This is an optimization exercise on Yosys and OpenROAD, whose aim is small area, a short achievable clock period and few clock cycles, not a production implementation. The RTL was checked by simulation tests, not by an equivalence proof against the original design. Power figures rest on the tool's default switching activity, not on a simulated workload.

## flow/design.v (module list and top-level ports; edited modules follow where they fit)
// module milestone1: 1331 lines
module milestone1 (
		input logic clock,
		input logic Resetn,
		input logic Enable,
		output	logic [17:0] SRAM_address,
		output 	logic [15:0] SRAM_write_data,
		output	logic SRAM_we_n,
		input		logic [15:0] SRAM_read_data,
		output   logic M1_end
);
  // ...
==> flow/flow/run.sh <==
#!/bin/bash
# Standard layout, with the port buffers made from buf_2 cells instead of the
# default delay-buffer cells, and timing repair aiming at a 14.9 ns setup margin.
export BUFFER_PORTS_ARGS="-buffer_cell sky130_fd_sc_hd__buf_2"
export SETUP_SLACK_MARGIN=14.9
bash standard.sh > standard.log 2>&1
==> flow/standard.sh <==
#!/bin/bash
# synth_recipe.tcl (not shown) runs the flow's synth.tcl, then flattens the netlist and writes it again
# the make line also repeats each setting of config.mk as NAME=value (left out here)
make -C /OpenROAD-flow-scripts/flow DESIGN_CONFIG=/design/flow/config.mk WORK_HOME=/design/flow/orfs CLKGATE_MAP_FILE= SYNTH_SCRIPT=/design/flow/synth_recipe.tcl "${@:-finish}"
==> flow/config.mk <==
export PLATFORM = sky130hd
export DESIGN_NAME = milestone1
export DESIGN_NICKNAME = milestone1
export VERILOG_FILES = /design/flow/design.v
export SDC_FILE = /design/flow/constraint.sdc
export NUM_CORES = 4
export LEC_CHECK = 0
export CAP_MARGIN = 20
export CORE_MARGIN = 2
export CORE_UTILIZATION = 40
export CTS_CLUSTER_DIAMETER = 140
export CTS_CLUSTER_SIZE = 26
export SLEW_MARGIN = 20
==> flow/constraint.sdc <==
create_clock -name core_clock -period 20.0 [get_ports {clock}]
set_input_delay 4.0000 -clock core_clock [delete_from_list [all_inputs] [get_ports {clock}]]
set_output_delay 4.0000 -clock core_clock [all_outputs]
set_load 0.01 [all_outputs]
==> impl_metrics.toml, run 1 <==
[layout]
nets = 2391
number_of_signal_net_inverters_in_the_final_layout = 373
seq_area_share = 0.334

[yosys]
combinational_family_with_the_most_area_after_synthesis = "adder cells"
yosys.area.top_type = "sky130_fd_sc_hd__edfxtp_1"
mappedNetlistArea_mm2 = 0.0209

[global_routing]
combined_global_route_utilization_of_all_metal_layers = 0.183
total_global_routing_overflow = 0

[timing]
worst_slew_pin_slew_ps = 1040
timing.slew.headroom = 0.310

[placement]
total_placed_instance_area_mm2 = 0.0218
numPortBuffers = 54
dp_hpwl_mm = 38.9

[cts]
cts_made_buffers = 15
worstSkewPairLatency_ps = 530

[status]
outcome = "finished clean"

[critical_path]
cp.arrival_ps = 1070
critical_path_rt_ps = 16000
path_buf_inv = 1

[drt]
iter_0_drt_violations = 912

[power]
power.share.combinational = 0.145
power_density_mw_per_mm2 = 52.8
power.group.top = "registers"
power_frac_clock = 0.292

[die]
ios = 55
Testbench counts, summed over its fixed seeds: cycles 775,708.
==> run 2: changes to the inputs <==
--- a/flow/design.v
+++ b/flow/design.v
@@ -1302,17 +1302,17 @@
 always_ff @(posedge clock or negedge Resetn) begin
 	if (~Resetn) begin
 		state <= S_IDLE;
 		pos <= 3'd0;
 		M1_end <= 1'b0;
 	end else begin
 		state <= n_state;
 		pos <= n_pos;
-		if (frm && pos == 3'd4 && last) M1_end <= 1'b1;
+		M1_end <= (n_state == S_DONE);
 	end
 end
 always_ff @(posedge clock) SRAM_we_n <= ~n_wr;
 always_ff @(posedge clock) begin
 	if (state == S_IDLE) begin
 		m <= 16'd0;
 		col <= 8'd160;
 		first <= 1'b1;
==> flow/config.mk (replaced) <==
export PLATFORM = sky130hd
export DESIGN_NAME = milestone1
export DESIGN_NICKNAME = milestone1
export VERILOG_FILES = /design/flow/design.v
export SDC_FILE = /design/flow/constraint.sdc
export NUM_CORES = 4
export LEC_CHECK = 0
export CAP_MARGIN = 20
export CORE_MARGIN = 2
export CORE_UTILIZATION = 40
export CTS_CLUSTER_DIAMETER = 120
export CTS_CLUSTER_SIZE = 22
export PLACE_DENSITY = 0.85
export SLEW_MARGIN = 20
==> impl_metrics.toml, run 2 <==
[yosys]
edff_count_synth = 148
net_count_of_the_mapped_netlist = 2349
synth_seq_cells = 298
synthTopCellsByCount = "sky130_fd_sc_hd__inv_1 (370), sky130_fd_sc_hd__fa_1 (220), sky130_fd_sc_hd__ha_1 (159), sky130_fd_sc_hd__edfxtp_1 (148), sky130_fd_sc_hd__dfxtp_1 (144)"
mappedNetlistArea_mm2 = 0.0207
synth_warnings = 1
ys_top_cells_by_area = "sky130_fd_sc_hd__edfxtp_1 (21%), sky130_fd_sc_hd__fa_1 (21%), sky130_fd_sc_hd__dfxtp_1 (14%)"
synth_area_per_cell_um2 = 10.6
synth-seq-area-share = 0.362
synth-async-reset-ratio = 0.0201
synth_top_cell_area_share = 0.215
dominantRegCellSynth = "sky130_fd_sc_hd__edfxtp_1"
synth_cells = 1951
yosys.cell_count.top_type = "sky130_fd_sc_hd__inv_1"
synth.distinct_cells = 61
yosys.area.top_type = "sky130_fd_sc_hd__edfxtp_1"

[run]
drv.max_cap_violation_count = 0

[critical_path]
critical_path.startpoint_type = "flip-flop"
worst-setup-path-type = "reg2out"
critical_path.slowest_cell = "sky130_fd_sc_hd__edfxtp_1"
path_buf_inv = 1
critical_path_rt_ps = 16000
timing.critical_path.slowest_cell_delay_ps = 390
end_kind = "output port"
critical_path.max_fanout = 1
worst_path_dominant_cell_family = "flip-flops"
worstPathCellList = "buf_2"
cp.arrival_ps = 1080

[die]
initial_core_util = 0.404
floorplan.rows = 83
chipWidth_um = 231
core_area_mm2 = 0.0512
ios = 55
dieArea_mm2 = 0.0535
floorplan.die.height_um = 231

[timing]
setup_violations = 0
final_hold_viol_count = 0
fin_ws_ps = 14920
post-route-period-util = 0.254
timing.slew.headroom = 0.293
count_of_final_max_slew_check_failures = 0
worst_hold_slack_ps = 452
final.setup_skew_ps = 17.6
layout_min_cycle_time_ps = 5080
worst_slew_pin_slew_ps = 1060
fmax_mhz = 197
tns_ps = 0
grt_setup_unrepaired = "true"

[layout]
layout.cells.most_common_list = "sky130_fd_sc_hd__inv_1 (368), sky130_fd_sc_hd__fa_1 (220), sky130_fd_sc_hd__ha_1 (158)"
most_common_library_cell_in_the_layout_ignoring_fill_and_taps = "sky130_fd_sc_hd__inv_1"
area_delta_synth_final_pct = 7.35
fraction_of_final_layout_cells_with_drive_strength_greater_than_1 = 0.0789
largest_registers = "SRAM_address: 18 flops, rgb_addr: 18 flops"
diode_count = 0
layout.filler_cells = 4654
nets = 2379

[cts]
clock_sink_count = 298
cts_root_buf = "sky130_fd_sc_hd__clkbuf_16"
worstSkewPairLatency_ps = 540
cts_buffer_depth = 3
number_of_buffers_inserted_for_hold_repair_after_clock_tree_synthesis = 0
cts_made_buffers = 17
clk_transition_reported_paths_ps = 90
clock_tree.htree_level_count = 1
cts_tree = "yes"

[drt]
drt_drc_violations_left = 0
routed_via_density = 5.25
wirelength_mm = 48.2
first_pass_iters = 5
avgRoutedWirePerCell_um = 18.1
num_vias = 14000
iter_0_drt_violations = 1082
drtAntennaViolNets = 0

[placement]
numPortBuffers = 54
finalWeightedCongestion = 0.929
dp_worst_setup_slack_ps = 14740
dp_hpwl_mm = 38.1

[worst_hold_path]
hold_path.class = "reg2reg"

[global_routing]
largest_net_degree_at_the_start_of_global_routing = 63
total_global_routing_overflow = 0
combined_global_route_utilization_of_all_metal_layers = 0.182
grt_pass1_vias = 14900
antenna_found_initial = 0
grt_pass1_wl_mm = 77.0

[status]
outcome = "finished clean"

[power]
p_leak_nw = 9.90
vdd.ir_drop.worst_mv = 0.0927
power_density_mw_per_mm2 = 45.4
power.total_w = 0.00101
==> run 2: timing repair <==
action                                  in CTS  in global routing
gates resized for setup                      0                 13
cloned                                       0                  1
endpoints found under the setup margin       2                 10
pin swaps                                    0                  1
setup buffers                                0                  1
==> run 2: logic make-up (layout without fill, tap and decap cells) <==
family	after synthesis	in the layout	share of synthesized area
AOI/OAI and AO/OA	275	275	0.0811
and+or+nand+nor	410	410	0.0922
buffers and inverters	421	461	0.0773
DFF	298	298	0.362
muxes	69	69	0.0365
adders and majority gates	381	381	0.310
xor gates and xnor gates	97	97	0.0411
==> run 2: worst paths after layout <==
kind / slack, ps / cells past startpoint / endpoint / from
worst max-delay path: 14920 / 1 / SRAM_write_data[10] / SRAM_write_data[10]$_DFFE_PN_
worst min-delay path: 450 / 0 / vp2[7]$_DFFE_PP_ / vp3[7]$_DFFE_PP_
worst max register to register: 15150 / 19 / f_lc$_DFF_P_ / fsel$_DFF_P_
worst min register to register: 450 / 0 / vp2[7]$_DFFE_PP_ / vp3[7]$_DFFE_PP_
max in group asynchronous: 16530 / 1 / pos[1]$_DFF_PN0_ / Resetn
min in group asynchronous: 3290 / 1 / state[1]$_DFF_PN0_ / Resetn
==> run 2: report_power, final <==
part           internal, W   total [W]  switching (W)  leakage (nW)
logic           0.00000135  0.00000315     0.00000180          7.03
clock network     0.000168    0.000369       0.000202         0.244
registers         0.000634    0.000634              0          2.63
==> run 2: cell type report <==
cell class | instances | area, um2 | area share
clock buffer | 25 | 455 | 0.0205
tap | 680 | 851 | 0.0383
multi-input combinational | 1232 | 11600 | 0.524
timing repair inverter | 1 | 5.00 | 0.000225
sequential | 298 | 7480 | 0.337
timing repair buffer | 61 | 338 | 0.0152
inverter | 370 | 1390 | 0.0627
clock inverter | 4 | 40.0 | 0.00180
==> run 2: layer usage <==
layer | share of wire | vias to the layer above | track usage
met3 | 0.067 | 111 | 0.0255
met5 | 0 | - | 0
met2 | 0.50 | 516 | 0.320
li1 | - | 6422 | -
met1 | 0.41 | 6964 | 0.231
met4 | 0.029 | 0 | 0.0560
==> run 2: through the flow <==
stage	util	instances	cell area, um2
2_1_floorplan	-	1951	20700
3_3_place_gp	0.423	2640	21600
3_5_place_dp	0.423	2640	21600
4_1_cts	0.432	2669	22100
5_1_grt	0.434	2671	22200
6_report	0.434	2671	22200
Testbench counts of run 2, summed over its fixed seeds: cycles 775,708.
==> run 3: changes to the inputs <==
--- a/flow/config.mk
+++ b/flow/config.mk
@@ -12,3 +12,2 @@
 export CTS_CLUSTER_SIZE = 22
-export PLACE_DENSITY = 0.85
 export SLEW_MARGIN = 20
==> impl_metrics.toml, run 3 <==
[yosys]
synth.distinct_cells = 61
synth_seq_cells = 298
synth_fa_ha_area_frac = 0.310
dominantRegCellSynth = "sky130_fd_sc_hd__edfxtp_1"
yosys.area.top_type = "sky130_fd_sc_hd__edfxtp_1"
combinational_family_with_the_most_area_after_synthesis = "adder cells"
synth-async-reset-ratio = 0.0201
mappedNetlistArea_mm2 = 0.0207
synth_area_per_cell_um2 = 10.6
synthSimpleGateAreaFrac = 0.0922
synth-seq-area-share = 0.362
synth-compound-area-share = 0.0811
synth_xor_xnor_area_share = 0.0411
synth_top_cell_area_share = 0.215
net_count_of_the_mapped_netlist = 2349
muxShareOfSynthArea = 0.0365
edff_count_synth = 148
synth_warnings = 1
synth_cells = 1951
yosys.cell_count.top_type = "sky130_fd_sc_hd__inv_1"
synthTopCellsByCount = "sky130_fd_sc_hd__inv_1 (370), sky130_fd_sc_hd__fa_1 (220), sky130_fd_sc_hd__ha_1 (159), sky130_fd_sc_hd__edfxtp_1 (148), sky130_fd_sc_hd__dfxtp_1 (144)"
ys_top_cells_by_area = "sky130_fd_sc_hd__edfxtp_1 (21%), sky130_fd_sc_hd__fa_1 (21%), sky130_fd_sc_hd__dfxtp_1 (14%)"

[placement]
numPortBuffers = 54
dp_worst_setup_slack_ps = 14690
dp.cells = 2642
finalWeightedCongestion = 0.922
dp_hpwl_mm = 37.8

[drt]
avgRoutedWirePerCell_um = 17.9
first_pass_iters = 5
wirelength_mm = 47.8
num_vias = 13500
drt_drc_violations_left = 0
drtAntennaViolNets = 0
iter_0_drt_violations = 842
routed_via_density = 5.05

[die]
chipWidth_um = 231
initial_core_util = 0.404
core_area_mm2 = 0.0512
floorplan.die.height_um = 231
ios = 55
dieArea_mm2 = 0.0535
floorplan.rows = 83

[global_routing]
combined_global_route_utilization_of_all_metal_layers = 0.184
grt_pass1_vias = 14100
global_route.peak_usage_layer = "met2"
met3_track_demand_over_resource = 0.0215
grt_pass1_wl_mm = 76.9
met2_demand_to_capacity_share_in_global_routing = 0.311
total_global_routing_overflow = 0
antenna_found_initial = 1
largest_net_degree_at_the_start_of_global_routing = 63
groute.layer.met1.usage = 0.254

[critical_path]
timing.critical_path.slowest_cell_delay_ps = 380
end_kind = "output port"
critical_path.startpoint_type = "flip-flop"
worst-setup-path-type = "reg2out"
critical_path_rt_ps = 16000
path_buf_inv = 1
critical_path.max_fanout = 1
worst_path_dominant_cell_family = "flip-flops"
worstPathCellList = "buf_2"
cp.arrival_ps = 1070
critical_path.slowest_cell = "sky130_fd_sc_hd__dfrtp_1"

[layout]
final_cell_count_no_fill = 2678
layout.cells.most_common_list = "sky130_fd_sc_hd__inv_1 (369), sky130_fd_sc_hd__fa_1 (220), sky130_fd_sc_hd__ha_1 (158)"
fraction_of_final_layout_cells_with_drive_strength_greater_than_1 = 0.0786
diode_count = 0
most_common_library_cell_in_the_layout_ignoring_fill_and_taps = "sky130_fd_sc_hd__inv_1"
area_delta_synth_final_pct = 7.70
largest_registers = "SRAM_address: 18 flops, rgb_addr: 18 flops"
nets = 2384

[worst_hold_path]
hold_path.class = "reg2reg"

[cts]
cts_buffer_depth = 3
cts_tree = "yes"
cts_root_buf = "sky130_fd_sc_hd__clkbuf_16"
worstSkewPairLatency_ps = 550
clock_tree.htree_level_count = 1
clk_transition_reported_paths_ps = 100
clock_sink_count = 298
cts_made_buffers = 18
number_of_buffers_inserted_for_hold_repair_after_clock_tree_synthesis = 0

[timing]
fmax_mhz = 197
layout_min_cycle_time_ps = 5070
fin_ws_ps = 14930
tns_ps = 0
worst_slew_pin_slew_ps = 1060
final.setup_skew_ps = 37.9
post-route-period-util = 0.254
timing.slew.headroom = 0.295
grt_setup_unrepaired = "true"
final_hold_viol_count = 0
count_of_final_max_slew_check_failures = 0
setup_violations = 0

[status]
outcome = "finished clean"

[power]
p_leak_nw = 9.93
power_density_mw_per_mm2 = 46.4
power.total_w = 0.00103
vdd.ir_drop.worst_mv = 0.0701

[run]
drv.max_cap_violation_count = 0
-- run 3: timing repair --
action	CTS	global route
setup endpoints to repair	2	11
gates cloned	0	1
pin swaps	0	2
resized for setup	1	8
setup buffers	0	3
-- run 3: cells by family (layout without fill, tap and decap cells) --
group	Yosys count	count (layout)
buffers and inverters	421	468
AND/OR/NAND/NOR	410	410
adder cells (fa/ha/maj)	381	381
flip-flops	298	298
AO/OA/AOI/OAI	275	275
XOR/XNOR	97	97
multiplexers	69	69
-- run 3: worst paths after layout --
| path | slack, ps | cells after the start | startpoint | to |
|---|---|---|---|---|
| worst max-delay path | 14930 | 1 | M1_end$_DFF_PN0_ | M1_end |
| worst min-delay path | 440 | 0 | up1[0]$_DFFE_PP_ | up0[0]$_DFFE_PP_ |
| worst max register to register | 15100 | 16 | fsel$_DFF_P_ | f_lc$_DFF_P_ |
| worst min register to register | 440 | 0 | up1[0]$_DFFE_PP_ | up0[0]$_DFFE_PP_ |
| max in group asynchronous | 16560 | 1 | Resetn | pos[2]$_DFF_PN0_ |
| min in group asynchronous | 3260 | 1 | Resetn | state[0]$_DFF_PN0_ |
-- run 3: metal layers --
metal | up-vias | share of wire
met4 | 0 | 0.020
li1 | 6436 | -
met2 | 264 | 0.48
met3 | 63 | 0.042
met5 | - | 0
met1 | 6764 | 0.46
-- run 3: metrics by stage --
| stage | hold slack [ps] | utilization | area [um2] |
|---|---|---|---|
| floorplan | 420 | - | 20700 |
| global route | 454 | 0.435 | 22300 |
| finish | 440 | 0.435 | 22300 |
| detailed placement | 428 | 0.423 | 21700 |
| CTS | 435 | 0.434 | 22200 |
| global placement | 424 | 0.423 | 21700 |
-- run 3: power breakdown --
part | leakage [nW] | switching [W] | internal (W)
clock network | 0.264 | 0.000218 | 0.000177
logic | 7.03 | 0.00000201 | 0.00000136
registers | 2.63 | 0 | 0.000634
total | 9.93 | 0.000220 | 0.000813
-- run 3: area by class of cell --
class                      count  area, um2
fill                        4876      28900
timing repair inverter         1       5.00
sequential                   298       7480
timing repair buffer          65        368
multi-input combinational   1232      11600
inverter                     370       1390
clock inverter                 4       68.8
clock buffer                  28        488
tap                          680        851
==> run 4: changes to the inputs <==
--- a/flow/config.mk
+++ b/flow/config.mk
@@ -13 +13,2 @@
 export SLEW_MARGIN = 20
+export TNS_END_PERCENT = 20
==> impl_metrics.toml, run 4 <==
[critical_path]
worstPathCellList = "buf_2"
critical_path.startpoint_type = "flip-flop"
critical_path_rt_ps = 16000
worst-setup-path-type = "reg2out"
path_buf_inv = 1
cp.arrival_ps = 1070
timing.critical_path.slowest_cell_delay_ps = 380
worst_path_dominant_cell_family = "flip-flops"
critical_path.slowest_cell = "sky130_fd_sc_hd__dfrtp_1"
end_kind = "output port"
critical_path.max_fanout = 1

[yosys]
mappedNetlistArea_mm2 = 0.0207
edff_count_synth = 148
synth_warnings = 1
yosys.area.top_type = "sky130_fd_sc_hd__edfxtp_1"
synth.distinct_cells = 61
synth_top_cell_area_share = 0.215
dominantRegCellSynth = "sky130_fd_sc_hd__edfxtp_1"
yosys.cell_count.top_type = "sky130_fd_sc_hd__inv_1"
synth-async-reset-ratio = 0.0201
synthTopCellsByCount = "sky130_fd_sc_hd__inv_1 (370), sky130_fd_sc_hd__fa_1 (220), sky130_fd_sc_hd__ha_1 (159), sky130_fd_sc_hd__edfxtp_1 (148), sky130_fd_sc_hd__dfxtp_1 (144)"
synth_seq_cells = 298
synth_cells = 1951
synth-seq-area-share = 0.362
ys_top_cells_by_area = "sky130_fd_sc_hd__edfxtp_1 (21%), sky130_fd_sc_hd__fa_1 (21%), sky130_fd_sc_hd__dfxtp_1 (14%)"
net_count_of_the_mapped_netlist = 2349
synth_area_per_cell_um2 = 10.6

[cts]
worstSkewPairLatency_ps = 550
cts_root_buf = "sky130_fd_sc_hd__clkbuf_16"
clock_sink_count = 298
clk_transition_reported_paths_ps = 100
clock_tree.htree_level_count = 1
cts_tree = "yes"
cts_buffer_depth = 3
cts_made_buffers = 18

[layout]
largest_registers = "SRAM_address: 18 flops, rgb_addr: 18 flops"
fin_util = 0.435
most_common_library_cell_in_the_layout_ignoring_fill_and_taps = "sky130_fd_sc_hd__inv_1"
diode_count = 0
fraction_of_final_layout_cells_with_drive_strength_greater_than_1 = 0.0786
nets = 2384
layout.cells.most_common_list = "sky130_fd_sc_hd__inv_1 (369), sky130_fd_sc_hd__fa_1 (220), sky130_fd_sc_hd__ha_1 (158)"
layout.filler_cells = 4876
area_delta_synth_final_pct = 7.70

[global_routing]
grt_pass1_wl_mm = 76.9
total_global_routing_overflow = 0
combined_global_route_utilization_of_all_metal_layers = 0.184
antenna_found_initial = 1
grt_pass1_vias = 14100
largest_net_degree_at_the_start_of_global_routing = 63

[die]
core_area_mm2 = 0.0512
ios = 55
chipWidth_um = 231
floorplan.die.height_um = 231
dieArea_mm2 = 0.0535
initial_core_util = 0.404
floorplan.rows = 83

[placement]
dp_worst_setup_slack_ps = 14690
finalWeightedCongestion = 0.922
dp_hpwl_mm = 37.8
numPortBuffers = 54

[status]
outcome = "finished clean"

[timing]
setup_violations = 0
post-route-period-util = 0.254
count_of_final_max_slew_check_failures = 0
timing.slew.headroom = 0.295
grt_setup_unrepaired = "true"
final_hold_viol_count = 0
final.setup_skew_ps = 37.9
fmax_mhz = 197
tns_ps = 0
layout_min_cycle_time_ps = 5070
worst_slew_pin_slew_ps = 1060
fin_ws_ps = 14930

[power]
p_leak_nw = 9.93
power_density_mw_per_mm2 = 46.4
vdd.ir_drop.worst_mv = 0.0701
power.total_w = 0.00103

[drt]
routed_via_density = 5.05
num_vias = 13500
first_pass_iters = 5
iter_0_drt_violations = 842
drtAntennaViolNets = 0
wirelength_mm = 47.8
avgRoutedWirePerCell_um = 17.9
drt_drc_violations_left = 0

[worst_hold_path]
hold_path.class = "reg2reg"

[run]
drv.max_cap_violation_count = 0
run 4: cell counts in the layout (fill, tap and decap cells not counted):
No cell type changed its count.
run 4: metal layers:
| metal | share of wire | up-vias | GRT usage |
|---|---|---|---|
| met2 | 0.48 | 264 | 0.311 |
| li1 | - | 6436 | - |
| met1 | 0.46 | 6764 | 0.254 |
| met3 | 0.042 | 63 | 0.0215 |
| met4 | 0.020 | 0 | 0.0387 |
| met5 | 0 | - | 0 |
run 4: logic make-up after synthesis:
logic type,synth area share
buffers and inverters,0.0773
muxes,0.0365
and+or+nand+nor,0.0922
DFF,0.362
AOI/OAI and AO/OA,0.0811
adders and majority gates,0.310
xor gates and xnor gates,0.0411
run 4: power breakdown:
part	switching (W)	leakage (nW)	internal, W
combinational	0.00000201	7.03	0.00000136
clock	0.000218	0.264	0.000177
sequential	0	2.63	0.000634
run 4: final timing paths:
check / cells after the start / end / start / slack, ps
min: 0 / up0[0]$_DFFE_PP_ / up1[0]$_DFFE_PP_ / 440
max reg2reg: 16 / f_lc$_DFF_P_ / fsel$_DFF_P_ / 15100
min in group asynchronous: 1 / state[0]$_DFF_PN0_ / Resetn / 3260
min reg2reg: 0 / up0[0]$_DFFE_PP_ / up1[0]$_DFFE_PP_ / 440
max in group asynchronous: 1 / pos[2]$_DFF_PN0_ / Resetn / 16560
max: 1 / M1_end / M1_end$_DFF_PN0_ / 14930
run 4: stage by stage:
stage / instances / hold WS, ps / instance area [um2]
detailed placement: 2642 / 428 / 21700
global placement: 2642 / 424 / 21700
global route: 2678 / 454 / 22300
CTS: 2674 / 435 / 22200
finish: 2678 / 440 / 22300
floorplan: 1951 / 420 / 20700
run 4: layout make-up:
| type | count | area (um2) | share of cell area |
|---|---|---|---|
| Clock inverter | 4 | 68.8 | 0.00309 |
| Timing Repair Buffer | 65 | 368 | 0.0165 |
| Inverter | 370 | 1390 | 0.0625 |
| Timing Repair inverter | 1 | 5.00 | 0.000225 |
| Sequential cell | 298 | 7480 | 0.336 |
| Clock buffer | 28 | 488 | 0.0219 |
| Multi-Input combinational cell | 1232 | 11600 | 0.522 |
| Tap cell | 680 | 851 | 0.0382 |
run 4: repair_timing:
item	CTS	global route
resized for setup	1	8
pin swaps	0	2
endpoints found under the setup margin	2	11
hold buffers	0	0
cloned	0	1
buffers inserted	0	3
==> run 5: changes to the inputs <==
--- a/flow/config.mk
+++ b/flow/config.mk
@@ -12,3 +12,4 @@
 export CTS_CLUSTER_SIZE = 22
+export GPL_ROUTABILITY_DRIVEN = 0
+export GPL_TIMING_DRIVEN = 0
 export SLEW_MARGIN = 20
-export TNS_END_PERCENT = 20
==> impl_metrics.toml, run 5 <==
[cts]
number_of_buffers_inserted_for_hold_repair_after_clock_tree_synthesis = 0
worstSkewPairLatency_ps = 540
cts_buffer_depth = 3
cts_root_buf = "sky130_fd_sc_hd__clkbuf_16"
clk_transition_reported_paths_ps = 100
clock_sink_count = 298
cts_tree = "yes"
cts_made_buffers = 18
clock_tree.htree_level_count = 1

[drt]
num_vias = 13800
wirelength_mm = 48.6
first_pass_iters = 5
drtAntennaViolNets = 0
iter_0_drt_violations = 967
routed_via_density = 5.06
avgRoutedWirePerCell_um = 17.8
drt_drc_violations_left = 0

[layout]
total_area_of_multi_input_combinational_cells_mm2 = 0.0117
fraction_of_final_layout_cells_with_drive_strength_greater_than_1 = 0.0832
layout.filler_cells = 4838
layout.cells.most_common_list = "sky130_fd_sc_hd__inv_1 (370), sky130_fd_sc_hd__fa_1 (220), sky130_fd_sc_hd__ha_1 (159)"
diode_count = 0
largest_registers = "SRAM_address: 18 flops, rgb_addr: 18 flops"
nets = 2429
sequential_cell_area_mm2 = 0.00748
most_common_library_cell_in_the_layout_ignoring_fill_and_taps = "sky130_fd_sc_hd__inv_1"
area_delta_synth_final_pct = 8.88

[placement]
dp_worst_setup_slack_ps = 14190
numPortBuffers = 54
dp_hpwl_mm = 38.9

[critical_path]
critical_path.startpoint_type = "flip-flop"
worst-setup-path-type = "reg2out"
critical_path_rt_ps = 16000
ff2ff_path_depth = 20
worst_path_dominant_cell_family = "flip-flops"
worstPathCellList = "buf_2"
rr_startpoint = "fsel2$_DFF_P_"
critical_path_cell_count = 1
reg2reg_setup_slack_ps = 15120
critical_path.slowest_cell = "sky130_fd_sc_hd__edfxtp_1"
timing.critical_path.from = "SRAM_write_data[12]$_DFFE_PN_"
critical_path.max_fanout = 1
end_kind = "output port"
timing.critical_path.slowest_cell_delay_ps = 390
crit_end = "SRAM_write_data[12]"
cp.arrival_ps = 1080
path_buf_inv = 1
worst_r2r_endpoint = "f_lc$_DFF_P_"

[power]
vdd.ir_drop.worst_mv = 0.0493
p_leak_nw = 10.0
power_density_mw_per_mm2 = 45.7

[global_routing]
grt_pass1_vias = 14400
combined_global_route_utilization_of_all_metal_layers = 0.187
largest_net_degree_at_the_start_of_global_routing = 29
grt_pass1_wl_mm = 77.8
total_global_routing_overflow = 0
antenna_found_initial = 0

[timing]
setup_violations = 0
fin_ws_ps = 14920
final.setup_skew_ps = 20.0
grt_setup_unrepaired = "true"
worst_slew_pin_slew_ps = 883
post-route-period-util = 0.254
timing.slew.headroom = 0.407
worst_hold_slack_ps = 447
count_of_final_max_slew_check_failures = 0
tns_ps = 0
final_hold_viol_count = 0
layout_min_cycle_time_ps = 5080
fmax_mhz = 197

[die]
ios = 55
floorplan.rows = 83
initial_core_util = 0.404
dieArea_mm2 = 0.0535
floorplan.die.height_um = 231
core_area_mm2 = 0.0512
chipWidth_um = 231

[yosys]
net_count_of_the_mapped_netlist = 2349
yosys.area.top_type = "sky130_fd_sc_hd__edfxtp_1"
synth_cells = 1951
synth.distinct_cells = 61
mappedNetlistArea_mm2 = 0.0207
ys_top_cells_by_area = "sky130_fd_sc_hd__edfxtp_1 (21%), sky130_fd_sc_hd__fa_1 (21%), sky130_fd_sc_hd__dfxtp_1 (14%)"
synth_area_per_cell_um2 = 10.6
synth_warnings = 1
synthTopCellsByCount = "sky130_fd_sc_hd__inv_1 (370), sky130_fd_sc_hd__fa_1 (220), sky130_fd_sc_hd__ha_1 (159), sky130_fd_sc_hd__edfxtp_1 (148), sky130_fd_sc_hd__dfxtp_1 (144)"
synth-async-reset-ratio = 0.0201
synth_top_cell_area_share = 0.215
yosys.cell_count.top_type = "sky130_fd_sc_hd__inv_1"
synth_seq_cells = 298
edff_count_synth = 148
synth-seq-area-share = 0.362
dominantRegCellSynth = "sky130_fd_sc_hd__edfxtp_1"

[worst_hold_path]
hold_path.class = "reg2reg"

[status]
outcome = "finished clean"

[run]
drv.max_cap_violation_count = 0
[run 5: logic make-up (layout without fill, tap and decap cells)]
kind of cell             count (synthesis)  after routing  share of synthesized area
AND/OR/NAND/NOR                        410            410                     0.0922
multiplexers                            69             69                     0.0365
XOR/XNOR                                97             97                     0.0411
AO/OA/AOI/OAI                          275            275                     0.0811
buffers and inverters                  421            513                     0.0773
flip-flops                             298            298                      0.362
adder cells (fa/ha/maj)                381            381                      0.310
[run 5: area by class of cell]
cell class	instances	share of cell area
Timing Repair Buffer	60	0.0151
Tap cell	680	0.0378
Clock inverter	4	0.00233
Sequential cell	298	0.332
Clock buffer	28	0.0217
Multi-Input combinational cell	1232	0.518
Buffer	51	0.0112
Inverter	370	0.0617
[run 5: power by group]
group	internal (W)	switching, W
clock	0.000175	0.000216
sequential	0.000634	0
combinational	0.00000136	0.00000193
total	0.000811	0.000218
[run 5: per-layer routing]
metal  vias up  track usage  part of all wire
li1       6508            -                 -
met1      6881        0.256              0.45
met2       329        0.314              0.47
met3        73       0.0189             0.045
met4         0       0.0536             0.029
met5         -            0                 0
[run 5: worst min path at each step]
stage / from / endpoint / slack [ps] / depth (start not counted)
final: up4[1]$_DFFE_PP_ / up3[1]$_DFFE_PP_ / 450 / 0
after detailed placement: up5[3]$_DFFE_PP_ / up4[3]$_DFFE_PP_ / 430 / 0
after global placement: vp4[6]$_DFFE_PP_ / vp3[6]$_DFFE_PP_ / 420 / 0
after floorplan: vp1[0]$_DFFE_PP_ / vp0[0]$_DFFE_PP_ / 420 / 0
after CTS: vp1[6]$_DFFE_PP_ / vp0[6]$_DFFE_PP_ / 450 / 0
after global routing: vp1[6]$_DFFE_PP_ / vp0[6]$_DFFE_PP_ / 450 / 0
[run 5: timing repair]
action,4_1_cts,5_1_grt
gates resized for setup,16,16
setup endpoints to repair,16,11
pin swaps,1,4
buffers inserted,1,3
[run 5: stage by stage]
stage               utilization  total power (W)  instance area, um2  cells
CTS                       0.438          0.00104               22400   2720
global placement          0.426         0.000652               21800   2685
finish                    0.440          0.00103               22500   2723
floorplan                     -         0.000649               20700   1951
detailed placement        0.427         0.000652               21800   2687
global route              0.440          0.00107               22500   2723
==> run 6: changes to the inputs <==
==> flow/flow/run.sh (replaced) <==
#!/bin/bash
# Standard layout, with the port buffers made from buf_2 cells instead of the
# default delay-buffer cells, and timing repair aiming at a 15.0 ns setup margin.
export BUFFER_PORTS_ARGS="-buffer_cell sky130_fd_sc_hd__buf_2"
export SETUP_SLACK_MARGIN=15.0
bash standard.sh > standard.log 2>&1
--- a/flow/config.mk
+++ b/flow/config.mk
@@ -12,4 +12,2 @@
 export CTS_CLUSTER_SIZE = 22
-export GPL_ROUTABILITY_DRIVEN = 0
-export GPL_TIMING_DRIVEN = 0
 export SLEW_MARGIN = 20
==> impl_metrics.toml, run 6 <==
[die]
floorplan.rows = 83
ios = 55
initial_core_util = 0.404
floorplan.die.height_um = 231
dieArea_mm2 = 0.0535
chipWidth_um = 231
core_area_mm2 = 0.0512

[yosys]
synth_cells = 1951
synth-seq-area-share = 0.362
synth_xor_xnor_area_share = 0.0411
yosys.area.top_type = "sky130_fd_sc_hd__edfxtp_1"
synth-compound-area-share = 0.0811
synth_fa_ha_area_frac = 0.310
synth.distinct_cells = 61
combinational_family_with_the_most_area_after_synthesis = "adder cells"
synthTopCellsByCount = "sky130_fd_sc_hd__inv_1 (370), sky130_fd_sc_hd__fa_1 (220), sky130_fd_sc_hd__ha_1 (159), sky130_fd_sc_hd__edfxtp_1 (148), sky130_fd_sc_hd__dfxtp_1 (144)"
yosys.cell_count.top_type = "sky130_fd_sc_hd__inv_1"
mappedNetlistArea_mm2 = 0.0207
synth_area_per_cell_um2 = 10.6
synth_top_cell_area_share = 0.215
ys_top_cells_by_area = "sky130_fd_sc_hd__edfxtp_1 (21%), sky130_fd_sc_hd__fa_1 (21%), sky130_fd_sc_hd__dfxtp_1 (14%)"
dominantRegCellSynth = "sky130_fd_sc_hd__edfxtp_1"
synth_seq_cells = 298
synth_warnings = 1
net_count_of_the_mapped_netlist = 2349
muxShareOfSynthArea = 0.0365
synth-async-reset-ratio = 0.0201
synthSimpleGateAreaFrac = 0.0922
edff_count_synth = 148

[timing]
post-route-period-util = 0.253
final_hold_viol_count = 0
grt_setup_unrepaired = "true"
layout_min_cycle_time_ps = 5050
fmax_mhz = 198
setup_violations = 0
final.setup_skew_ps = 19.6
worst_slew_pin_slew_ps = 1030
timing.slew.headroom = 0.312
count_of_final_max_slew_check_failures = 0
tns_ps = 0

[global_routing]
antenna_found_initial = 0
grt_pass1_wl_mm = 77.4
combined_global_route_utilization_of_all_metal_layers = 0.184
total_global_routing_overflow = 0
grt_pass1_vias = 14200
largest_net_degree_at_the_start_of_global_routing = 63

[critical_path]
path_buf_inv = 1
critical_path.max_fanout = 1
worst-setup-path-type = "reg2out"
timing.critical_path.slowest_cell_delay_ps = 390
critical_path_rt_ps = 16000
worstPathCellList = "buf_2"
cp.arrival_ps = 1050
critical_path.startpoint_type = "flip-flop"
critical_path.slowest_cell = "sky130_fd_sc_hd__dfrtp_1"
worst_path_dominant_cell_family = "flip-flops"
ff2ff_path_depth = 16
end_kind = "output port"
critical_path_cell_count = 1

[worst_hold_path]
hold_path.class = "reg2reg"
worst_hold_path.num_cells = 0

[cts]
clock_tree.htree_level_count = 1
cts_buffer_depth = 3
number_of_buffers_inserted_for_hold_repair_after_clock_tree_synthesis = 0
cts_tree = "yes"
cts_made_buffers = 17
cts_root_buf = "sky130_fd_sc_hd__clkbuf_16"
clk_transition_reported_paths_ps = 90
clock_sink_count = 298
worstSkewPairLatency_ps = 540

[placement]
finalWeightedCongestion = 0.932
dp_hpwl_mm = 37.9
numPortBuffers = 54
total_placed_instance_area_mm2 = 0.0217

[drt]
wirelength_mm = 47.9
routed_via_density = 5.06
drt_drc_violations_left = 0
first_pass_iters = 7
num_vias = 13500
iter_0_drt_violations = 770
drtAntennaViolNets = 0
avgRoutedWirePerCell_um = 17.9

[layout]
fraction_of_final_layout_cells_with_drive_strength_greater_than_1 = 0.0857
fin_area_mm2 = 0.0223
most_common_library_cell_in_the_layout_ignoring_fill_and_taps = "sky130_fd_sc_hd__inv_1"
layout.filler_cells = 4929
layout.cells.most_common_list = "sky130_fd_sc_hd__inv_1 (369), sky130_fd_sc_hd__fa_1 (220), sky130_fd_sc_hd__ha_1 (158)"
largest_registers = "SRAM_address: 18 flops, rgb_addr: 18 flops"
diode_count = 0
nets = 2383
area_delta_synth_final_pct = 7.99

[power]
power_density_mw_per_mm2 = 45.3
vdd.ir_drop.worst_mv = 0.0497
p_leak_nw = 9.95

[status]
outcome = "finished clean"

[run]
drv.max_cap_violation_count = 0
run 6: where the power goes:
| part | internal [W] | total, W | switching, W |
|---|---|---|---|
| clock | 0.000169 | 0.000373 | 0.000204 |
| combinational | 0.00000136 | 0.00000343 | 0.00000206 |
| sequential | 0.000634 | 0.000634 | 0 |
run 6: through the flow:
stage               worst slack, ps  std cells   util  hold slack (ps)  power (W)
global route                  14890       2675  0.436              457    0.00104
floorplan                     15040       1951      -              420   0.000649
finish                        14950       2675  0.436              450    0.00101
global placement              14900       2644  0.423              424   0.000652
CTS                           14910       2673  0.434              450    0.00102
detailed placement            14800       2644  0.423              428   0.000652
run 6: worst register-to-register path, stage by stage (launching register included):
cell and delay, ps:
sky130_fd_sc_hd__dfxtp_1 360, sky130_fd_sc_hd__buf_12 200, sky130_fd_sc_hd__mux2_2 370, sky130_fd_sc_hd__ha_1 220
sky130_fd_sc_hd__fa_1 410, sky130_fd_sc_hd__a21o_1 180, sky130_fd_sc_hd__a21oi_2 210, sky130_fd_sc_hd__o21bai_1 120
sky130_fd_sc_hd__a21oi_1 250, sky130_fd_sc_hd__xnor2_1 320, sky130_fd_sc_hd__inv_1 170, sky130_fd_sc_hd__ha_1 330
sky130_fd_sc_hd__xnor2_1 150, sky130_fd_sc_hd__fa_1 410, sky130_fd_sc_hd__fa_1 510, sky130_fd_sc_hd__inv_1 50
sky130_fd_sc_hd__fa_1 430
run 6: final cells by class:
type | instances | area [um2] | share of cell area
flip-flops and latches | 298 | 7490 | 0.336
clock buffers | 26 | 480 | 0.0215
clock inverters | 3 | 18.8 | 0.000840
inverters | 370 | 1390 | 0.0622
multi-input cells | 1232 | 11600 | 0.521
repair buffers | 66 | 454 | 0.0203
well taps | 680 | 851 | 0.0381
run 6: final timing paths:
path                                     to  slack (ps)        startpoint
max                                  M1_end       14950  M1_end$_DFF_PN0_
min                        vp0[2]$_DFFE_PP_         450  vp1[2]$_DFFE_PP_
max reg2reg                 f_hb[3]$_DFF_P_       15220      fsel$_DFF_P_
min reg2reg                vp0[2]$_DFFE_PP_         450  vp1[2]$_DFFE_PP_
max in group asynchronous  pos[2]$_DFF_PN0_       16530            Resetn
min in group asynchronous  pos[0]$_DFF_PN0_        3280            Resetn
run 6: layer usage:
metal | track usage | routed length, um | vias to the layer above
met2 | 0.315 | 23000 | 236
met4 | 0.0405 | 904 | 0
met5 | 0 | 0 | -
met3 | 0.0235 | 1810 | 56
met1 | 0.250 | 22100 | 6826
li1 | - | - | 6422
run 6: what timing repair did:
item                                    in CTS  in global routing
endpoints found under the hold margin        0                  0
resized for setup                           10                 28
setup buffers                                0                  2
endpoints found under the setup margin      22                 37
pin swaps                                    0                  2
run 6: cell families after synthesis:
family,Yosys count
AOI/OAI and AO/OA,275
xor gates and xnor gates,97
adders and majority gates,381
buffers and inverters,421
DFF,298
muxes,69
and+or+nand+nor,410
==> run 7: changes to the inputs <==
==> flow/flow/run.sh (replaced) <==
#!/bin/bash
# Standard layout, with the port buffers made from buf_2 cells instead of the
# default delay-buffer cells.
export BUFFER_PORTS_ARGS="-buffer_cell sky130_fd_sc_hd__buf_2"
bash standard.sh > standard.log 2>&1
==> impl_metrics.toml, run 7 <==
[yosys]
ys_top_cells_by_area = "sky130_fd_sc_hd__edfxtp_1 (21%), sky130_fd_sc_hd__fa_1 (21%), sky130_fd_sc_hd__dfxtp_1 (14%)"
dominantRegCellSynth = "sky130_fd_sc_hd__edfxtp_1"
synthTopCellsByCount = "sky130_fd_sc_hd__inv_1 (370), sky130_fd_sc_hd__fa_1 (220), sky130_fd_sc_hd__ha_1 (159), sky130_fd_sc_hd__edfxtp_1 (148), sky130_fd_sc_hd__dfxtp_1 (144)"
synth_warnings = 1
synth_cells = 1951
yosys.area.top_type = "sky130_fd_sc_hd__edfxtp_1"
synth-seq-area-share = 0.362
yosys.cell_count.top_type = "sky130_fd_sc_hd__inv_1"
synth_seq_cells = 298
mappedNetlistArea_mm2 = 0.0207
net_count_of_the_mapped_netlist = 2349
synth_top_cell_area_share = 0.215
synth_area_per_cell_um2 = 10.6
edff_count_synth = 148
synth-async-reset-ratio = 0.0201
synth.distinct_cells = 61

[critical_path]
worst-setup-path-type = "reg2reg"
critical_path.max_fanout = 24
cp.arrival_ps = 5550
end_kind = "flip-flop"
critical_path.startpoint_type = "flip-flop"
critical_path_rt_ps = 20440

[drt]
avgRoutedWirePerCell_um = 17.8
drtAntennaViolNets = 0
num_vias = 13400
iter_0_drt_violations = 883
routed_via_density = 5.02
wirelength_mm = 47.7
drt_drc_violations_left = 0
first_pass_iters = 5

[die]
dieArea_mm2 = 0.0535
initial_core_util = 0.404
ios = 55
chipWidth_um = 231
core_area_mm2 = 0.0512
floorplan.die.height_um = 231
floorplan.rows = 83

[cts]
clock_tree.htree_level_count = 1
number_of_buffers_inserted_for_hold_repair_after_clock_tree_synthesis = 0
worstSkewPairLatency_ps = 550
cts_tree = "yes"
post-cts-setup-buffers = 0
post_cts_sizing_count = 0
cts_buffer_depth = 3
cts_made_buffers = 18
cts_root_buf = "sky130_fd_sc_hd__clkbuf_16"
clock_sink_count = 298
clk_transition_reported_paths_ps = 90

[status]
outcome = "finished clean"

[layout]
fraction_of_final_layout_cells_with_drive_strength_greater_than_1 = 0.0752
fin_area_mm2 = 0.0222
diode_count = 0
most_common_library_cell_in_the_layout_ignoring_fill_and_taps = "sky130_fd_sc_hd__inv_1"
area_delta_synth_final_pct = 7.42
largest_registers = "SRAM_address: 18 flops, rgb_addr: 18 flops"
nets = 2380
layout.cells.most_common_list = "sky130_fd_sc_hd__inv_1 (370), sky130_fd_sc_hd__fa_1 (220), sky130_fd_sc_hd__ha_1 (158)"
fin_util = 0.434

[power]
switching_share = 0.213
vdd.ir_drop.worst_mv = 0.0699
power_density_mw_per_mm2 = 46.5
power.share.combinational = 0.003
p_leak_nw = 9.92
p_switching_w = 0.000219
power.total_w = 0.00103
pwr-share-seq = 0.615
p_int_w = 0.000813
power_frac_clock = 0.382

[timing]
timing.slew.headroom = 0.291
final_hold_viol_count = 0
worst_slew_pin_slew_ps = 1060
count_of_final_max_slew_check_failures = 0
post-route-period-util = 0.255
fmax_mhz = 196
tns_ps = 0
layout_min_cycle_time_ps = 5110
setup_violations = 0
worst_hold_slack_ps = 440
final.setup_skew_ps = 36.9
grt_setup_unrepaired = "false"

[worst_hold_path]
hold_path.class = "reg2reg"

[placement]
finalWeightedCongestion = 0.922
dp_hpwl_mm = 37.8
total_placed_instance_area_mm2 = 0.0217
numPortBuffers = 54

[global_routing]
grt_pass1_wl_mm = 76.9
combined_global_route_utilization_of_all_metal_layers = 0.184
grt_pass1_vias = 14100
largest_net_degree_at_the_start_of_global_routing = 63
antenna_found_initial = 1
total_global_routing_overflow = 0

[run]
drv.max_cap_violation_count = 0
==> run 7: logic make-up (layout without fill, tap and decap cells) <==
group,after synthesis,after routing,share of synthesized area
AO/OA/AOI/OAI,275,275,0.0811
XOR/XNOR,97,97,0.0411
flip-flops,298,298,0.362
AND/OR/NAND/NOR,410,410,0.0922
multiplexers,69,69,0.0365
adder cells (fa/ha/maj),381,381,0.310
buffers and inverters,421,464,0.0773
==> run 7: layer usage <==
layer / global-route usage / wire length [um] / share of wire
met5: 0 / 0 / 0
met4: 0.0387 / 916 / 0.019
met3: 0.0215 / 2030 / 0.043
met2: 0.311 / 22800 / 0.48
met1: 0.254 / 21900 / 0.46
==> run 7: final cells by class <==
class	count	area (um2)
fill	4878	29000
multi-input combinational	1232	11600
sequential	298	7480
inverter	370	1390
tap	680	851
clock buffer	28	488
timing repair buffer	62	330
clock inverter	4	68.8
==> run 7: worst max-delay path, cell delays in order, from the launching register on <==
cell	delay [ps]
sky130_fd_sc_hd__dfxtp_1	320
sky130_fd_sc_hd__buf_4	320
sky130_fd_sc_hd__mux2_2	380
sky130_fd_sc_hd__ha_1	220
sky130_fd_sc_hd__inv_1	70
sky130_fd_sc_hd__fa_1	200
sky130_fd_sc_hd__nor2b_1	50
sky130_fd_sc_hd__o21ai_0	200
sky130_fd_sc_hd__a21boi_0	150
sky130_fd_sc_hd__o21ai_0	230
sky130_fd_sc_hd__nand2_1	100
sky130_fd_sc_hd__xnor2_1	400
sky130_fd_sc_hd__inv_1	150
sky130_fd_sc_hd__ha_1	320
sky130_fd_sc_hd__inv_1	70
sky130_fd_sc_hd__fa_1	430
sky130_fd_sc_hd__fa_1	400
sky130_fd_sc_hd__fa_1	510
sky130_fd_sc_hd__inv_1	50
sky130_fd_sc_hd__fa_1	420
==> run 7: path summary, 6_finish.rpt <==
kind,startpoint,to,slack [ps],cells after the start
worst max register to register,fsel$_DFF_P_,f_hb[1]$_DFF_P_,14890,19
max in group asynchronous,Resetn,pos[2]$_DFF_PN0_,16550,1
min in group asynchronous,Resetn,state[0]$_DFF_PN0_,3260,1
worst min register to register,up1[0]$_DFFE_PP_,up0[0]$_DFFE_PP_,440,0
worst min-delay path,up1[0]$_DFFE_PP_,up0[0]$_DFFE_PP_,440,0
worst max-delay path,fsel$_DFF_P_,f_hb[1]$_DFF_P_,14890,19
==> run 7: per-stage QoR <==
stage | setup WS [ps] | instances
global route | 14580 | 2674
detailed placement | 14690 | 2642
global placement | 14800 | 2642
floorplan | 14950 | 1951
CTS | 14880 | 2674
finish | 14890 | 2674
==> run 7: power groups by stage <==
| stage | clock network (W) | registers (W) | logic (W) |
|---|---|---|---|
| after CTS | 0.000411 | 0.000634 | 0.00000343 |
| after global routing | 0.000432 | 0.000635 | 0.00000375 |
| after detailed placement | 0 | 0.000649 | 0.00000342 |
| final | 0.000394 | 0.000634 | 0.00000338 |
| after global placement | 0 | 0.000649 | 0.00000334 |
| after floorplan | 0 | 0.000649 | 0.0000000911 |
==> run 8: changes to the inputs <==
==> flow/flow/run.sh (replaced) <==
#!/bin/bash
# Standard layout, with buf_2 port buffers, timing repair aiming at a 14.9 ns
# setup margin, and no extra buffers along the clock tree's branches.
export BUFFER_PORTS_ARGS="-buffer_cell sky130_fd_sc_hd__buf_2"
export SETUP_SLACK_MARGIN=14.9
export CTS_ARGS="-sink_clustering_enable -repair_clock_nets -sink_clustering_size 22 -sink_clustering_max_diameter 120 -distance_between_buffers 1000 -branching_point_buffers_distance 1000"
bash standard.sh > standard.log 2>&1
==> impl_metrics.toml, run 8 <==
[critical_path]
worstPathCellList = "buf_2"
critical_path.max_fanout = 1
critical_path_cell_count = 1
timing.critical_path.slowest_cell_delay_ps = 380
critical_path.slowest_cell = "sky130_fd_sc_hd__dfrtp_1"
end_kind = "output port"
path_buf_inv = 1
worst_path_dominant_cell_family = "flip-flops"
worst-setup-path-type = "reg2out"
cp.arrival_ps = 1070
critical_path_rt_ps = 16000
ff2ff_path_depth = 16
critical_path.startpoint_type = "flip-flop"

[power]
p_leak_nw = 9.93
vdd.ir_drop.worst_mv = 0.0701
power_density_mw_per_mm2 = 46.4

[cts]
cts_made_buffers = 18
cts_root_buf = "sky130_fd_sc_hd__clkbuf_16"
clock_tree.htree_level_count = 1
cts_tree = "yes"
worstSkewPairLatency_ps = 550
number_of_buffers_inserted_for_hold_repair_after_clock_tree_synthesis = 0
clk_transition_reported_paths_ps = 100
clock_sink_count = 298
cts_buffer_depth = 3

[yosys]
synth_top_cell_area_share = 0.215
mappedNetlistArea_mm2 = 0.0207
synth-seq-area-share = 0.362
synthTopCellsByCount = "sky130_fd_sc_hd__inv_1 (370), sky130_fd_sc_hd__fa_1 (220), sky130_fd_sc_hd__ha_1 (159), sky130_fd_sc_hd__edfxtp_1 (148), sky130_fd_sc_hd__dfxtp_1 (144)"
yosys.cell_count.top_type = "sky130_fd_sc_hd__inv_1"
synth_seq_cells = 298
synth-async-reset-ratio = 0.0201
synth_area_per_cell_um2 = 10.6
synth_cells = 1951
net_count_of_the_mapped_netlist = 2349
yosys.area.top_type = "sky130_fd_sc_hd__edfxtp_1"
synth.distinct_cells = 61
ys_top_cells_by_area = "sky130_fd_sc_hd__edfxtp_1 (21%), sky130_fd_sc_hd__fa_1 (21%), sky130_fd_sc_hd__dfxtp_1 (14%)"
edff_count_synth = 148
synth_warnings = 1
dominantRegCellSynth = "sky130_fd_sc_hd__edfxtp_1"

[layout]
area_delta_synth_final_pct = 7.70
fraction_of_final_layout_cells_with_drive_strength_greater_than_1 = 0.0786
layout.cells.most_common_list = "sky130_fd_sc_hd__inv_1 (369), sky130_fd_sc_hd__fa_1 (220), sky130_fd_sc_hd__ha_1 (158)"
largest_registers = "SRAM_address: 18 flops, rgb_addr: 18 flops"
nets = 2384
diode_count = 0
most_common_library_cell_in_the_layout_ignoring_fill_and_taps = "sky130_fd_sc_hd__inv_1"

[timing]
layout_min_cycle_time_ps = 5070
final.setup_skew_ps = 37.9
grt_setup_unrepaired = "true"
timing.slew.headroom = 0.295
tns_ps = 0
final_hold_viol_count = 0
worst_hold_slack_ps = 440
post-route-period-util = 0.254
setup_violations = 0
worst_slew_pin_slew_ps = 1060
count_of_final_max_slew_check_failures = 0
fmax_mhz = 197

[run]
drv.max_cap_violation_count = 0

[die]
floorplan.rows = 83
core_area_mm2 = 0.0512
dieArea_mm2 = 0.0535
initial_core_util = 0.404
ios = 55
chipWidth_um = 231
floorplan.die.height_um = 231

[drt]
drt_drc_violations_left = 0
first_pass_iters = 5
num_vias = 13500
iter_0_drt_violations = 842
drtAntennaViolNets = 0
avgRoutedWirePerCell_um = 17.9
routed_via_density = 5.05
wirelength_mm = 47.8

[global_routing]
combined_global_route_utilization_of_all_metal_layers = 0.184
largest_net_degree_at_the_start_of_global_routing = 63
total_global_routing_overflow = 0
antenna_found_initial = 1
grt_pass1_wl_mm = 76.9
grt_pass1_vias = 14100

[placement]
finalWeightedCongestion = 0.922
numPortBuffers = 54
dp_hpwl_mm = 37.8

[worst_hold_path]
worst_hold_path.num_cells = 0
hold_path.class = "reg2reg"

[status]
outcome = "finished clean"
-- run 8: timing repair --
item	4_1_cts	5_1_grt
endpoints found under the hold margin	0	0
buffers inserted	0	3
gates resized for setup	1	8
pin swaps	0	2
cloned	0	1
setup endpoints to repair	2	11
-- run 8: cell families after synthesis --
group,after synthesis,synth area share
AOI/OAI and AO/OA,275,0.0811
xor gates and xnor gates,97,0.0411
adders and majority gates,381,0.310
buffers and inverters,421,0.0773
DFF,298,0.362
muxes,69,0.0365
and+or+nand+nor,410,0.0922
-- run 8: final timing paths --
| kind | from | endpoint | slack, ps |
|---|---|---|---|
| worst min-delay path | up1[0]$_DFFE_PP_ | up0[0]$_DFFE_PP_ | 440 |
| max in group asynchronous | Resetn | pos[2]$_DFF_PN0_ | 16560 |
| worst min register to register | up1[0]$_DFFE_PP_ | up0[0]$_DFFE_PP_ | 440 |
| min in group asynchronous | Resetn | state[0]$_DFF_PN0_ | 3260 |
| worst max-delay path | M1_end$_DFF_PN0_ | M1_end | 14930 |
| worst max register to register | fsel$_DFF_P_ | f_lc$_DFF_P_ | 15100 |
-- run 8: layer usage --
| metal | vias up | part of all wire | global-route usage | wire length [um] |
|---|---|---|---|---|
| li1 | 6436 | - | - | - |
| met1 | 6764 | 0.46 | 0.254 | 22000 |
| met2 | 264 | 0.48 | 0.311 | 22800 |
| met3 | 63 | 0.042 | 0.0215 | 2000 |
| met4 | 0 | 0.020 | 0.0387 | 963 |
| met5 | - | 0 | 0 | 0 |
-- run 8: layout make-up --
type | instances | area, um2
sequential | 298 | 7480
clock buffer | 28 | 488
timing repair buffer | 65 | 368
fill | 4876 | 28900
tap | 680 | 851
clock inverter | 4 | 68.8
timing repair inverter | 1 | 5.00
inverter | 370 | 1390
multi-input combinational | 1232 | 11600
-- run 8: metrics by stage --
step	instances	util	power [W]	setup WS, ps	cell area, um2
2_1_floorplan	1951	-	0.000649	14950	20700
3_3_place_gp	2642	0.423	0.000652	14800	21700
3_5_place_dp	2642	0.423	0.000652	14690	21700
4_1_cts	2674	0.434	0.00105	14900	22200
5_1_grt	2678	0.435	0.00107	14860	22300
6_report	2678	0.435	0.00103	14930	22300
-- run 8: power by group --
part / total [W] / internal (W) / leakage [nW] / switching (W)
registers: 0.000634 / 0.000634 / 2.63 / 0
clock network: 0.000395 / 0.000177 / 0.264 / 0.000218
logic: 0.00000338 / 0.00000136 / 7.03 / 0.00000201
total: 0.00103 / 0.000813 / 9.93 / 0.000220
==> run 9: changes to the inputs <==
==> flow/flow/run.sh (replaced) <==
#!/bin/bash
# Standard layout, with buf_2 port buffers, timing repair aiming at a 14.9 ns
# setup margin, and two-level sink clustering in the clock tree.
export BUFFER_PORTS_ARGS="-buffer_cell sky130_fd_sc_hd__buf_2"
export SETUP_SLACK_MARGIN=14.9
export CTS_ARGS="-sink_clustering_enable -repair_clock_nets -sink_clustering_size 22 -sink_clustering_max_diameter 120 -sink_clustering_levels 2"
bash standard.sh > standard.log 2>&1
==> impl_metrics.toml, run 9 <==
[status]
outcome = "finished clean"

[cts]
clock_sink_count = 298
clk_transition_reported_paths_ps = 100
worstSkewPairLatency_ps = 550
cts_buffer_depth = 3
cts_tree = "yes"
cts_root_buf = "sky130_fd_sc_hd__clkbuf_16"
cts_made_buffers = 18
clock_tree.htree_level_count = 1

[worst_hold_path]
hold_path.class = "reg2reg"
worst_hold_path.num_cells = 0
min_delay_worst_endpoint = "up0[0]$_DFFE_PP_"
hold_path.startpoint = "up1[0]$_DFFE_PP_"

[layout]
largest_registers = "SRAM_address: 18 flops, rgb_addr: 18 flops"
layout.cells.most_common_list = "sky130_fd_sc_hd__inv_1 (369), sky130_fd_sc_hd__fa_1 (220), sky130_fd_sc_hd__ha_1 (158)"
fraction_of_final_layout_cells_with_drive_strength_greater_than_1 = 0.0786
nets = 2384
layout.filler_cells = 4876
diode_count = 0
most_common_library_cell_in_the_layout_ignoring_fill_and_taps = "sky130_fd_sc_hd__inv_1"
area_delta_synth_final_pct = 7.70
fin_util = 0.435

[power]
power_frac_clock = 0.383
p_int_w = 0.000813
vdd.ir_drop.worst_mv = 0.0701
power.total_w = 0.00103
power_density_mw_per_mm2 = 46.4
pwr-share-seq = 0.614
switching_share = 0.213
p_leak_nw = 9.93
p_switching_w = 0.000220
power.share.combinational = 0.003

[timing]
fmax_mhz = 197
grt_setup_unrepaired = "true"
worst_slew_pin_slew_ps = 1060
post-route-period-util = 0.254
final_hold_viol_count = 0
timing.slew.headroom = 0.295
final.setup_skew_ps = 37.9
fin_ws_ps = 14930
count_of_final_max_slew_check_failures = 0
layout_min_cycle_time_ps = 5070
setup_violations = 0
tns_ps = 0

[yosys]
dominantRegCellSynth = "sky130_fd_sc_hd__edfxtp_1"
mappedNetlistArea_mm2 = 0.0207
synth.distinct_cells = 61
ys_top_cells_by_area = "sky130_fd_sc_hd__edfxtp_1 (21%), sky130_fd_sc_hd__fa_1 (21%), sky130_fd_sc_hd__dfxtp_1 (14%)"
synthSimpleGateAreaFrac = 0.0922
synth_area_per_cell_um2 = 10.6
synth-async-reset-ratio = 0.0201
synth-seq-area-share = 0.362
synth_warnings = 1
synth_seq_cells = 298
synthTopCellsByCount = "sky130_fd_sc_hd__inv_1 (370), sky130_fd_sc_hd__fa_1 (220), sky130_fd_sc_hd__ha_1 (159), sky130_fd_sc_hd__edfxtp_1 (148), sky130_fd_sc_hd__dfxtp_1 (144)"
yosys.area.top_type = "sky130_fd_sc_hd__edfxtp_1"
edff_count_synth = 148
net_count_of_the_mapped_netlist = 2349
synth_cells = 1951
combinational_family_with_the_most_area_after_synthesis = "adder cells"
synth_xor_xnor_area_share = 0.0411
synth_top_cell_area_share = 0.215
synth_fa_ha_area_frac = 0.310
synth-compound-area-share = 0.0811
yosys.cell_count.top_type = "sky130_fd_sc_hd__inv_1"
muxShareOfSynthArea = 0.0365

[drt]
avgRoutedWirePerCell_um = 17.9
drt_drc_violations_left = 0
wirelength_mm = 47.8
num_vias = 13500
first_pass_iters = 5
iter_0_drt_violations = 842
drtAntennaViolNets = 0
routed_via_density = 5.05

[critical_path]
timing.critical_path.slowest_cell_delay_ps = 380
path_buf_inv = 1
worst-setup-path-type = "reg2out"
critical_path.slowest_cell = "sky130_fd_sc_hd__dfrtp_1"
worst_r2r_endpoint = "f_lc$_DFF_P_"
end_kind = "output port"
worstPathCellList = "buf_2"
ff2ff_path_depth = 16
worst_path_dominant_cell_family = "flip-flops"
critical_path.startpoint_type = "flip-flop"
critical_path.max_fanout = 1
critical_path_rt_ps = 16000
cp.arrival_ps = 1070
rr_startpoint = "fsel$_DFF_P_"
reg2reg_setup_slack_ps = 15100

[die]
initial_core_util = 0.404
dieArea_mm2 = 0.0535
ios = 55
floorplan.die.height_um = 231
core_area_mm2 = 0.0512
floorplan.rows = 83
chipWidth_um = 231

[placement]
finalWeightedCongestion = 0.922
dp_hpwl_mm = 37.8
numPortBuffers = 54
dp_worst_setup_slack_ps = 14690

[global_routing]
total_global_routing_overflow = 0
grt_pass1_wl_mm = 76.9
antenna_found_initial = 1
largest_net_degree_at_the_start_of_global_routing = 63
grt_pass1_vias = 14100
combined_global_route_utilization_of_all_metal_layers = 0.184

[run]
drv.max_cap_violation_count = 0
run 9: logic make-up after synthesis:
| family | Yosys count |
|---|---|
| AO/OA/AOI/OAI | 275 |
| XOR/XNOR | 97 |
| adder cells (fa/ha/maj) | 381 |
| buffers and inverters | 421 |
| flip-flops | 298 |
| multiplexers | 69 |
| AND/OR/NAND/NOR | 410 |
run 9: layout make-up:
cell class,instances,area (um2),area share
Clock buffer,28,488,0.0219
Timing Repair inverter,1,5.00,0.000225
Timing Repair Buffer,65,368,0.0165
Inverter,370,1390,0.0625
Clock inverter,4,68.8,0.00309
Sequential cell,298,7480,0.336
Tap cell,680,851,0.0382
Multi-Input combinational cell,1232,11600,0.522
run 9: through the flow:
step                hold WS, ps  cell area (um2)  instances
floorplan                   420            20700       1951
global placement            424            21700       2642
detailed placement          428            21700       2642
CTS                         435            22200       2674
global route                454            22300       2678
finish                      440            22300       2678
run 9: repair_timing:
action | 4_1_cts | 5_1_grt
resized for setup | 1 | 8
hold buffers | 0 | 0
cloned | 0 | 1
hold endpoints to repair | 0 | 0
endpoints found under the setup margin | 2 | 11
buffers inserted | 0 | 3
pin swaps | 0 | 2
run 9: per-layer routing:
metal | global-route usage | up-vias | wire length [um] | share of wire
met5 | 0 | - | 0 | 0
met1 | 0.254 | 6764 | 22000 | 0.46
met2 | 0.311 | 264 | 22800 | 0.48
li1 | - | 6436 | - | -
met4 | 0.0387 | 0 | 963 | 0.020
met3 | 0.0215 | 63 | 2000 | 0.042
run 9: worst max-delay path by stage:
stage	depth (start not counted)	slack (ps)	startpoint	to
after CTS	1	14900	SRAM_write_data[12]$_DFFE_PN_	SRAM_write_data[12]
after detailed placement	6	14690	Enable	M1_end$_DFF_PN0_
after global placement	6	14800	Enable	M1_end$_DFF_PN0_
after global routing	18	14860	fsel$_DFF_P_	f_lc$_DFF_P_
after floorplan	5	14950	Enable	M1_end$_DFF_PN0_
final	1	14930	M1_end$_DFF_PN0_	M1_end
run 9: power groups by stage:
stage / Clock (W) / Sequential, W / Combinational (W)
finish: 0.000395 / 0.000634 / 0.00000338
global route: 0.000432 / 0.000635 / 0.00000375
CTS: 0.000411 / 0.000634 / 0.00000343
detailed placement: 0 / 0.000649 / 0.00000342
global placement: 0 / 0.000649 / 0.00000334
floorplan: 0 / 0.000649 / 0.0000000911
==> run 10: changes to the inputs <==
==> flow/flow/run.sh (replaced) <==
#!/bin/bash
# Standard layout, with buf_2 port buffers, timing repair aiming at a 14.9 ns
# setup margin, and clock tree sinks clustered without a diameter limit.
export BUFFER_PORTS_ARGS="-buffer_cell sky130_fd_sc_hd__buf_2"
export SETUP_SLACK_MARGIN=14.9
export CTS_ARGS="-sink_clustering_enable -repair_clock_nets -sink_clustering_size 22 -sink_clustering_max_diameter 400 -clustering_unbalance_ratio 0.2"
bash standard.sh > standard.log 2>&1
==> impl_metrics.toml, run 10 <==
[global_routing]
grt_pass1_wl_mm = 76.8
antenna_found_initial = 1
largest_net_degree_at_the_start_of_global_routing = 63
grt_pass1_vias = 14100
combined_global_route_utilization_of_all_metal_layers = 0.184
total_global_routing_overflow = 0

[die]
floorplan.rows = 83
ios = 55
floorplan.die.height_um = 231
initial_core_util = 0.404
core_area_mm2 = 0.0512
dieArea_mm2 = 0.0535
chipWidth_um = 231

[power]
pwr-share-seq = 0.628
power_frac_clock = 0.369
power.total_w = 0.00101
p_leak_nw = 9.91
vdd.ir_drop.worst_mv = 0.0620
power_density_mw_per_mm2 = 45.5
power.share.combinational = 0.003
p_int_w = 0.000801
p_switching_w = 0.000210
switching_share = 0.208

[timing]
setup_violations = 0
final.setup_skew_ps = 46.3
count_of_final_max_slew_check_failures = 0
worst_hold_slack_ps = 431
timing.slew.headroom = 0.283
tns_ps = 0
worst_slew_pin_slew_ps = 1080
post-route-period-util = 0.254
layout_min_cycle_time_ps = 5080
final_hold_viol_count = 0
grt_setup_unrepaired = "true"
fmax_mhz = 197

[critical_path]
worstPathCellList = "buf_2"
critical_path.startpoint_type = "flip-flop"
worst_path_dominant_cell_family = "flip-flops"
timing.critical_path.slowest_cell_delay_ps = 370
worst-setup-path-type = "reg2out"
critical_path_cell_count = 1
path_buf_inv = 1
critical_path.max_fanout = 1
ff2ff_path_depth = 16
critical_path.slowest_cell = "sky130_fd_sc_hd__edfxtp_1"
cp.arrival_ps = 1080
end_kind = "output port"
critical_path_rt_ps = 16000

[layout]
most_common_library_cell_in_the_layout_ignoring_fill_and_taps = "sky130_fd_sc_hd__inv_1"
nets = 2383
layout.cells.most_common_list = "sky130_fd_sc_hd__inv_1 (368), sky130_fd_sc_hd__fa_1 (220), sky130_fd_sc_hd__ha_1 (158)"
diode_count = 0
fin_util = 0.434
largest_registers = "SRAM_address: 18 flops, rgb_addr: 18 flops"
fraction_of_final_layout_cells_with_drive_strength_greater_than_1 = 0.0782
area_delta_synth_final_pct = 7.43

[cts]
cts_tree = "yes"
clock_sink_count = 298
clk_transition_reported_paths_ps = 100
clock_tree.htree_level_count = 1
cts_made_buffers = 17
cts_buffer_depth = 3
worstSkewPairLatency_ps = 560
cts_root_buf = "sky130_fd_sc_hd__clkbuf_16"

[yosys]
ys_top_cells_by_area = "sky130_fd_sc_hd__edfxtp_1 (21%), sky130_fd_sc_hd__fa_1 (21%), sky130_fd_sc_hd__dfxtp_1 (14%)"
synth_cells = 1951
combinational_family_with_the_most_area_after_synthesis = "adder cells"
synthTopCellsByCount = "sky130_fd_sc_hd__inv_1 (370), sky130_fd_sc_hd__fa_1 (220), sky130_fd_sc_hd__ha_1 (159), sky130_fd_sc_hd__edfxtp_1 (148), sky130_fd_sc_hd__dfxtp_1 (144)"
net_count_of_the_mapped_netlist = 2349
synth_area_per_cell_um2 = 10.6
yosys.area.top_type = "sky130_fd_sc_hd__edfxtp_1"
synthSimpleGateAreaFrac = 0.0922
edff_count_synth = 148
synth_top_cell_area_share = 0.215
synth_seq_cells = 298
synth_xor_xnor_area_share = 0.0411
synth-compound-area-share = 0.0811
synth_warnings = 1
synth.distinct_cells = 61
dominantRegCellSynth = "sky130_fd_sc_hd__edfxtp_1"
synth-seq-area-share = 0.362
yosys.cell_count.top_type = "sky130_fd_sc_hd__inv_1"
mappedNetlistArea_mm2 = 0.0207
muxShareOfSynthArea = 0.0365
synth-async-reset-ratio = 0.0201
synth_fa_ha_area_frac = 0.310

[placement]
numPortBuffers = 54
finalWeightedCongestion = 0.922
dp_hpwl_mm = 37.8

[status]
outcome = "finished clean"

[drt]
num_vias = 13500
drtAntennaViolNets = 0
iter_0_drt_violations = 857
first_pass_iters = 5
routed_via_density = 5.05
avgRoutedWirePerCell_um = 17.8
wirelength_mm = 47.7
drt_drc_violations_left = 0

[run]
drv.max_cap_violation_count = 0

[worst_hold_path]
worst_hold_path.num_cells = 0
hold_path.class = "reg2reg"
## run 10: path summary, 6_finish.rpt
check / from / end / slack [ps]
hold reg to reg: up2[1]$_DFFE_PP_ / up1[1]$_DFFE_PP_ / 430
setup / recovery: SRAM_write_data[12]$_DFFE_PN_ / SRAM_write_data[12] / 14920
setup reg to reg: fsel$_DFF_P_ / f_lc$_DFF_P_ / 15160
max in group asynchronous: Resetn / pos[2]$_DFF_PN0_ / 16540
min in group asynchronous: Resetn / pos[1]$_DFF_PN0_ / 3260
hold / removal: up2[1]$_DFFE_PP_ / up1[1]$_DFFE_PP_ / 430
## run 10: kinds of logic (layout without fill, tap and decap cells)
| group | after synthesis | after routing |
|---|---|---|
| compound gates | 275 | 275 |
| xor+xnor | 97 | 97 |
| fa+ha+maj | 381 | 381 |
| buf+inv | 421 | 466 |
| flops | 298 | 298 |
| mux | 69 | 69 |
| simple gates | 410 | 410 |
## run 10: layout make-up
cell class	instances	area [um2]
fill	4870	29000
clock inverter	2	31.3
tap	680	851
inverter	370	1390
sequential	298	7480
timing repair buffer	65	368
clock buffer	28	467
timing repair inverter	1	5.00
multi-input combinational	1232	11600
## run 10: power by group through the flow
stage,registers (W),logic (W),clock network (W)
floorplan,0.000649,0.0000000911,0
global placement,0.000649,0.00000334,0
detailed placement,0.000649,0.00000342,0
CTS,0.000634,0.00000343,0.000386
global route,0.000635,0.00000375,0.000409
finish,0.000634,0.00000340,0.000373
## run 10: repair_timing
action / 4_1_cts / 5_1_grt
gates resized for setup: 1 / 9
setup endpoints to repair: 6 / 11
pin swaps: 0 / 2
gates cloned: 0 / 1
hold buffers: 0 / 0
setup buffers: 0 / 3
## run 10: layer usage
metal,share of wire,wire length (um),up-vias,GRT usage
li1,-,-,6440,-
met2,0.48,22900,254,0.311
met4,0.019,895,0,0.0397
met5,0,0,-,0
met1,0.46,21700,6757,0.252
met3,0.046,2190,51,0.0240
## run 10: through the flow
step / area, um2 / cells / setup WS, ps
after floorplan: 20700 / 1951 / 14950
after global placement: 21700 / 2642 / 14800
after detailed placement: 21700 / 2642 / 14690
after CTS: 22200 / 2672 / 14870
after global routing: 22200 / 2676 / 14860
final: 22200 / 2676 / 14920

Re-timed with assumed drivers on the ports (clkbuf_16 on the clock, buf_2 on other inputs), run 10 has 14.862 ns of setup slack against 14.923 ns with ideal ports, and 14.676 ns once port delays also move by the mid clock arrival of 0.603 ns.
